This design comes from an exercise in tuning for small area and a short achievable clock period on the open sky130 flow, not from production work. The RTL was checked by simulation tests, not by an equivalence proof against the original design.

## design/flow/run.sh

```bash
#!/bin/bash
# synth_recipe.tcl (not shown) runs the flow's synth.tcl, then flattens the netlist and writes it again
# the make line also repeats each setting of config.mk as NAME=value (left out here)
make -C /OpenROAD-flow-scripts/flow DESIGN_CONFIG=/design/flow/config.mk WORK_HOME=/design/flow/orfs CLKGATE_MAP_FILE= SYNTH_SCRIPT=/design/flow/synth_recipe.tcl finish
```

## design/flow/config.mk

```make
export PLATFORM = sky130hd
export DESIGN_NAME = EdgeRasterizer
export DESIGN_NICKNAME = EdgeRasterizer
export VERILOG_FILES = /design/flow/design.v
export SDC_FILE = /design/flow/constraint.sdc
export NUM_CORES = 4
export LEC_CHECK = 0
export CAP_MARGIN = 20
export CORE_MARGIN = 2
export CORE_UTILIZATION = 40
export SLEW_MARGIN = 20
```

## design/flow/constraint.sdc

```tcl
create_clock -name core_clock -period 28.0 [get_ports {clock}]
set_input_delay 5.6000 -clock core_clock [delete_from_list [all_inputs] [get_ports {clock}]]
set_output_delay 5.6000 -clock core_clock [all_outputs]
set_load 0.01 [all_outputs]
```

## design/flow/design.v

```verilog
module EdgeRasterizer(clock,
						in_sig_start_new_triangle,
						in_sig_get_boundary_coords,
						in_sig_form_edges,
						in_sig_pixel_loop_setup,
						in_sig_rasterize_pixels,
						in_v0_screen_x, in_v0_screen_y,
						in_v1_screen_x, in_v1_screen_y,
						in_v2_screen_x, in_v2_screen_y,
						in_v0_depth, in_v1_depth, in_v2_depth,
						in_color,
						out_sig_rasterize_write_pixel,
						out_sig_rasterize_done,
						out_pixel_x, out_pixel_y,
						out_pixel_depth,
						out_pixel_color);
	input [0:0] clock;
	input [0:0] in_sig_start_new_triangle;
	input [0:0] in_sig_get_boundary_coords;
	input [0:0] in_sig_form_edges;
	input [0:0] in_sig_pixel_loop_setup;
	input [0:0] in_sig_rasterize_pixels;
	input [15:0] in_v0_screen_x, in_v0_screen_y;
	input [15:0] in_v1_screen_x, in_v1_screen_y;
	input [15:0] in_v2_screen_x, in_v2_screen_y;
	input [1:0] in_v0_depth, in_v1_depth, in_v2_depth;
	input [15:0] in_color;
	output [0:0] out_sig_rasterize_write_pixel;
	output [0:0] out_sig_rasterize_done;
	output [15:0] out_pixel_x, out_pixel_y;
	output [1:0] out_pixel_depth;
	output [15:0] out_pixel_color;
	wire st = in_sig_start_new_triangle;
	wire bd = in_sig_get_boundary_coords;
	wire fe = in_sig_form_edges;
	wire ls = in_sig_pixel_loop_setup;
	wire rs = in_sig_rasterize_pixels;
	reg ph_b, ph_c, ph_d;	 
	always @(posedge clock) begin
		if (st | bd | fe | ls | rs) begin
			ph_b <= bd;
			ph_c <= fe;
			ph_d <= ls;
		end
	end
	reg [15:0] r0, r1, r2, r3, r4, r5;
	reg [1:0] dep0, dep1, dep2;
	reg [15:0] color;
	reg [15:0] max_x;
	reg [15:0] x, y;
	reg [15:0] area;
	reg [15:0] e1, e2;
	reg [8:0] m1, m2;
	reg j1, j2;
	wire [15:0] vx0 = r0, vy0 = r1, vx1 = r2, vy1 = r3, vx2 = r4, vy2 = r5;
	wire [16:0] sa1 = {1'b0, vy2} - {1'b0, vy0};	 
	wire [16:0] sa2 = {1'b0, vy0} - {1'b0, vy1};	 
	wire [16:0] sb1 = {1'b0, vx0} - {1'b0, vx2};	 
	wire [16:0] sb2 = {1'b0, vx1} - {1'b0, vx0};	 
	wire za1 = ~|sa1[15:0], za2 = ~|sa2[15:0], zb1 = ~|sb1[15:0], zb2 = ~|sb2[15:0];
	wire x10 = sb2[16], x01 = ~sb2[16] & ~zb2;	 
	wire x02 = sb1[16], x20 = ~sb1[16] & ~zb1;
	wire x12 = vx1 < vx2, x21 = vx2 < vx1;
	wire y20 = sa1[16], y02 = ~sa1[16] & ~za1;
	wire y01 = sa2[16], y10 = ~sa2[16] & ~za2;
	wire y12 = vy1 < vy2, y21 = vy2 < vy1;
	wire ix0 = x01 & x02, ix1 = x10 & x12;		 
	wire iy0 = y01 & y02, iy1 = y10 & y12;		 
	wire kx0 = x10 & x20, kx1 = x01 & x21;		 
	wire ky0 = y10 & y20, ky1 = y01 & y21;		 
	wire [15:0] mnx = ix0 ? vx0 : ix1 ? vx1 : vx2;
	wire [15:0] mny = iy0 ? vy0 : iy1 ? vy1 : vy2;
	wire [15:0] mxx = kx0 ? vx0 : kx1 ? vx1 : vx2;
	wire [15:0] mxy = ky0 ? vy0 : ky1 ? vy1 : vy2;
	wire [15:0] xj = iy0 ? vx0 : iy1 ? vx1 : vx2;
	wire [15:0] q1 = ph_b ? r3 : r4;
	wire [15:0] q2 = ph_b ? r2 : r4;
	wire [15:0] z1 = ph_b ? 16'd0 : ph_c ? (j1 ? area : 16'd0) : r2;
	wire [15:0] z2 = ph_b ? 16'd0 : ph_c ? (j2 ? area : 16'd0) : r3;
	wire [15:0] p1 = r0 * q1 + z1;
	wire [15:0] p2 = r1 * q2 + z2;
	wire [7:0] inv = (area[15:8] != 8'd0 || area[7:0] == 8'd0) ? 8'd0 :
		(area[7:0] <= 8'd1) ? 8'd128 :
		(area[7:0] <= 8'd2) ? 8'd64 :
		(area[7:0] <= 8'd3) ? 8'd42 :
		(area[7:0] <= 8'd4) ? 8'd32 :
		(area[7:0] <= 8'd5) ? 8'd25 :
		(area[7:0] <= 8'd6) ? 8'd21 :
		(area[7:0] <= 8'd7) ? 8'd18 :
		(area[7:0] <= 8'd8) ? 8'd16 :
		(area[7:0] <= 8'd9) ? 8'd14 :
		(area[7:0] <= 8'd10) ? 8'd12 :
		(area[7:0] <= 8'd11) ? 8'd11 :
		(area[7:0] <= 8'd12) ? 8'd10 :
		(area[7:0] <= 8'd14) ? 8'd9 :
		(area[7:0] <= 8'd16) ? 8'd8 :
		(area[7:0] <= 8'd18) ? 8'd7 :
		(area[7:0] <= 8'd21) ? 8'd6 :
		(area[7:0] <= 8'd25) ? 8'd5 :
		(area[7:0] <= 8'd32) ? 8'd4 :
		(area[7:0] <= 8'd42) ? 8'd3 :
		(area[7:0] <= 8'd64) ? 8'd2 :
		(area[7:0] <= 8'd128) ? 8'd1 : 8'd0;
	wire [8:0] dd1 = {7'd0, dep1} - {7'd0, dep0};
	wire [8:0] dd2 = {7'd0, dep2} - {7'd0, dep0};
	wire [15:0] e0 = area - e1 - e2;
	wire in_tri = ~e0[15] & ~e1[15] & ~e2[15];
	wire [8:0] t1 = m1 * e1[8:0];
	wire [8:0] t2 = m2 * e2[8:0];
	wire [10:0] dsum = {2'b00, dep0, 7'b0} + {2'b00, t1} + {2'b00, t2};
	wire [1:0] dq = (dsum >= 11'd320) ? 2'b11 : (dsum[6] ? dsum[8:7] + 2'd1 : dsum[8:7]);
	wire atx = (x == max_x);
	wire aty = (y == r5);
	reg [15:0] ox, oy;
	reg [1:0] od;
	reg wr, dn;
	always @(posedge clock) begin
		if (st) begin
			r0 <= in_v0_screen_x; r1 <= in_v0_screen_y;
			r2 <= in_v1_screen_x; r3 <= in_v1_screen_y;
			r4 <= in_v2_screen_x; r5 <= in_v2_screen_y;
			dep0 <= in_v0_depth; dep1 <= in_v1_depth; dep2 <= in_v2_depth;
			color <= in_color;
		end
		if (bd) begin
			r0 <= sa1[15:0];
			r1 <= sa2[15:0];
			r2 <= sb1[15:0];
			r3 <= sb2[15:0];
			r4 <= mnx - xj;
			r5 <= mxy;
			max_x <= mxx;
			x <= mnx;
			y <= mny;
			j1 <= iy1;
			j2 <= ~iy0 & ~iy1;
		end
		if (fe) begin
			area <= p1 - p2;
		end
		if (ls) begin
			e1 <= p1;
			e2 <= p2;
			m1 <= dd1 * {1'b0, inv};
			m2 <= dd2 * {1'b0, inv};
			r4 <= x - max_x;
		end
		if (rs) begin
			if (ph_d) begin
				r2 <= p1;		 
				r3 <= p2;		 
				r4 <= x;		 
			end
			if (!atx) begin
				x <= x + 16'd1;
				e1 <= e1 + r0;
				e2 <= e2 + r1;
			end else if (!aty) begin
				x <= ph_d ? x : r4;
				y <= y + 16'd1;
				e1 <= e1 + r2;
				e2 <= e2 + r3;
			end
			ox <= x;
			oy <= y;
			od <= dq;
			wr <= in_tri;
			dn <= atx & aty;
		end else begin
			wr <= 1'b0;
			dn <= 1'b0;
		end
	end
	assign out_sig_rasterize_write_pixel = wr;
	assign out_sig_rasterize_done = dn;
	assign out_pixel_x = ox;
	assign out_pixel_y = oy;
	assign out_pixel_depth = od;
	assign out_pixel_color = color;
endmodule
```

==> results.json <==
{
  "status": "complete, no violations",
  "cts_resized": 0,
  "grt_usage": 0.2905,
  "dieHeight_um": 303.9,
  "fmax_ghz": 0.1195,
  "multi_input_area_mm2": 0.02603,
  "dp_hpwl_um": 106600,
  "avgRoutedWirePerCell_um": 24.08,
  "clockBufferDepth": 3,
  "clock-skew-final_ps": 26.68,
  "nets": 5265,
  "worstPathMaxFanout": 61,
  "finalCritPeriodShare": 0.2988,
  "vias_per_cell": 5.787,
  "hold_ws_ps": 527.7,
  "fillCellCount": 8730,
  "seq_area_frac_synth": 0.2006,
  "layout_commonest_cell": "inv_1",
  "finalSetupViolCount": 0,
  "dp.cells": 5595,
  "drive_gt1_frac": 0.04131,
  "routed-via-count": 32810,
  "start_util": 0.4052,
  "totalNegativeSetupSlack_ps": 0,
  "crit_type": "reg -> reg",
  "cts.root.buffer_cell": "clkbuf_16",
  "end_kind": "flip-flop",
  "pre_cts_slack_ps": 19820,
  "drcViolationCount": 0,
  "cts_sinks": 273,
  "hold_buffers": 0,
  "avgSynthCellArea_um2": 8.238,
  "grt_pass1_vias": 31770,
  "antenna_found_initial": 5,
  "clk_latency_ps": 600,
  "pin_count": 176,
  "grt_overflow_total": 0,
  "maxSlewHeadroom": 0.08681,
  "async_reset_ff_frac": 0,
  "htree_levels": 2,
  "worst_pin_slew_ps": 1358,
  "rows": 109,
  "ys.warnings.count": 1,
  "netlist_area_mm2": 0.03598,
  "firstDrtPassIters": 6,
  "cp.required_ps": 28330,
  "crit_arrival_ps": 8690,
  "clkTransAtPathRegs_ps": 60,
  "synth_edf_count": 175,
  "cts_setup_buffers": 0,
  "finalHoldViolCount": 0,
  "grt_max_degree": 80,
  "gp_congestion": 1.042,
  "cp-start-kind": "flip-flop",
  "synth.distinct_cells": 77,
  "die-area_mm2": 0.09236,
  "first_iter_violations": 3632,
  "hold_class": "reg -> reg",
  "drt-total-wl_um": 136500,
  "final_cell_mix": "inv_1 (565), nand2_1 (554), ha_1 (399)",
  "max-cap-violations": 0,
  "seq_area_mm2": 0.007217,
  "setup_ws_ps": 19630,
  "netlist_instances": 4367,
  "period_needed_ps": 8365,
  "grt_setup_unrepaired": "no",
  "core_mm2": 0.08878,
  "area_delta_synth_final_pct": 11.98,
  "ant_nets": 0,
  "cts_tree": "built",
  "synth_flop_cell": "edfxtp_1",
  "ys_ff_latch": 273,
  "io_buffers": 175,
  "die_width_um": 303.9,
  "slew_violations": 0,
  "fin_cells": 5670,
  "grt_pass1_wl_um": 202600,
  "numCtsBuffers": 39,
  "synth.net_count": 5159
}
[critical path, stage by stage, from the launching register on]
cell,delay (ps)
edfxtp_1,340
buf_4,460
nand2b_1,760
nand2_1,490
nand2_1,230
fa_1,440
inv_1,100
fa_1,400
inv_1,90
fa_1,450
fa_1,540
inv_1,50
fa_1,490
fa_1,420
ha_1,350
nand2_1,60
o21ai_0,230
nor2_1,90
xnor2_1,530
inv_1,330
ha_1,420
a21o_1,180
a31oi_1,260
o21ai_0,190
xnor2_1,150
[per-stage QoR]
| stage | util | area, um^2 |
|---|---|---|
| 3_3_place_gp | 0.4393 | 39000 |
| 4_1_cts | 0.4534 | 40250 |
| 3_5_place_dp | 0.4394 | 39010 |
| 6_report | 0.4537 | 40280 |
| 2_1_floorplan | - | 35980 |
| 5_1_grt | 0.4537 | 40280 |
[synth_stat cells, types with 82 or more instances]
| library cell | count | area share |
|---|---|---|
| xnor2_1 | 196 | 0.048 |
| fa_1 | 269 | 0.15 |
| dfxtp_1 | 98 | 0.055 |
| nor2_1 | 303 | 0.032 |
| edfxtp_1 | 175 | 0.15 |
| a21oi_1 | 321 | 0.045 |
| clkbuf_1 | 149 | 0.016 |
| ha_1 | 399 | 0.14 |
| nand2_1 | 555 | 0.058 |
| mux2i_1 | 89 | 0.025 |
| o21ai_0 | 274 | 0.038 |
| inv_1 | 565 | 0.059 |
| xor2_1 | 88 | 0.021 |
| nand3_1 | 82 | 0.011 |
[logic make-up (layout without fill, tap and decap cells)]
logic type,count (synthesis),in the layout,share of synthesized area
other,0,2,0
buffers and inverters,740,876,0.07770
multiplexers,110,110,0.03165
flip-flops,273,273,0.2006
AO/OA/AOI/OAI,990,990,0.1689
AND/OR/NAND/NOR,1302,1302,0.1636
adder cells (fa/ha/maj),668,668,0.2885
XOR/XNOR,284,284,0.06914
[worst paths after layout]
| check | from | slack, ps | end | cells after the start |
|---|---|---|---|---|
| max | ph_b | 19630 | area[15] | 24 |
| min | y[12] | 530 | oy[12] | 0 |
| max reg2reg | ph_b | 19630 | area[15] | 24 |
| min reg2reg | y[12] | 530 | oy[12] | 0 |
[area by class of cell]
class | instances | area share
antenna | 2 | 0.0001242
clock buffer | 50 | 0.02550
clock inverter | 21 | 0.005373
inverter | 570 | 0.05311
multi-input combinational | 3354 | 0.6460
sequential | 273 | 0.1791
tap | 1165 | 0.03618
timing repair buffer | 235 | 0.05454
[layer usage]
layer  up-vias  global-route usage  share of wire
met1     15720              0.4008           0.42
li1      15010                   -              -
met5         -                   0       0.000095
met3       339             0.06310           0.11
met4         2              0.1290          0.050
met2      1732              0.4354           0.42
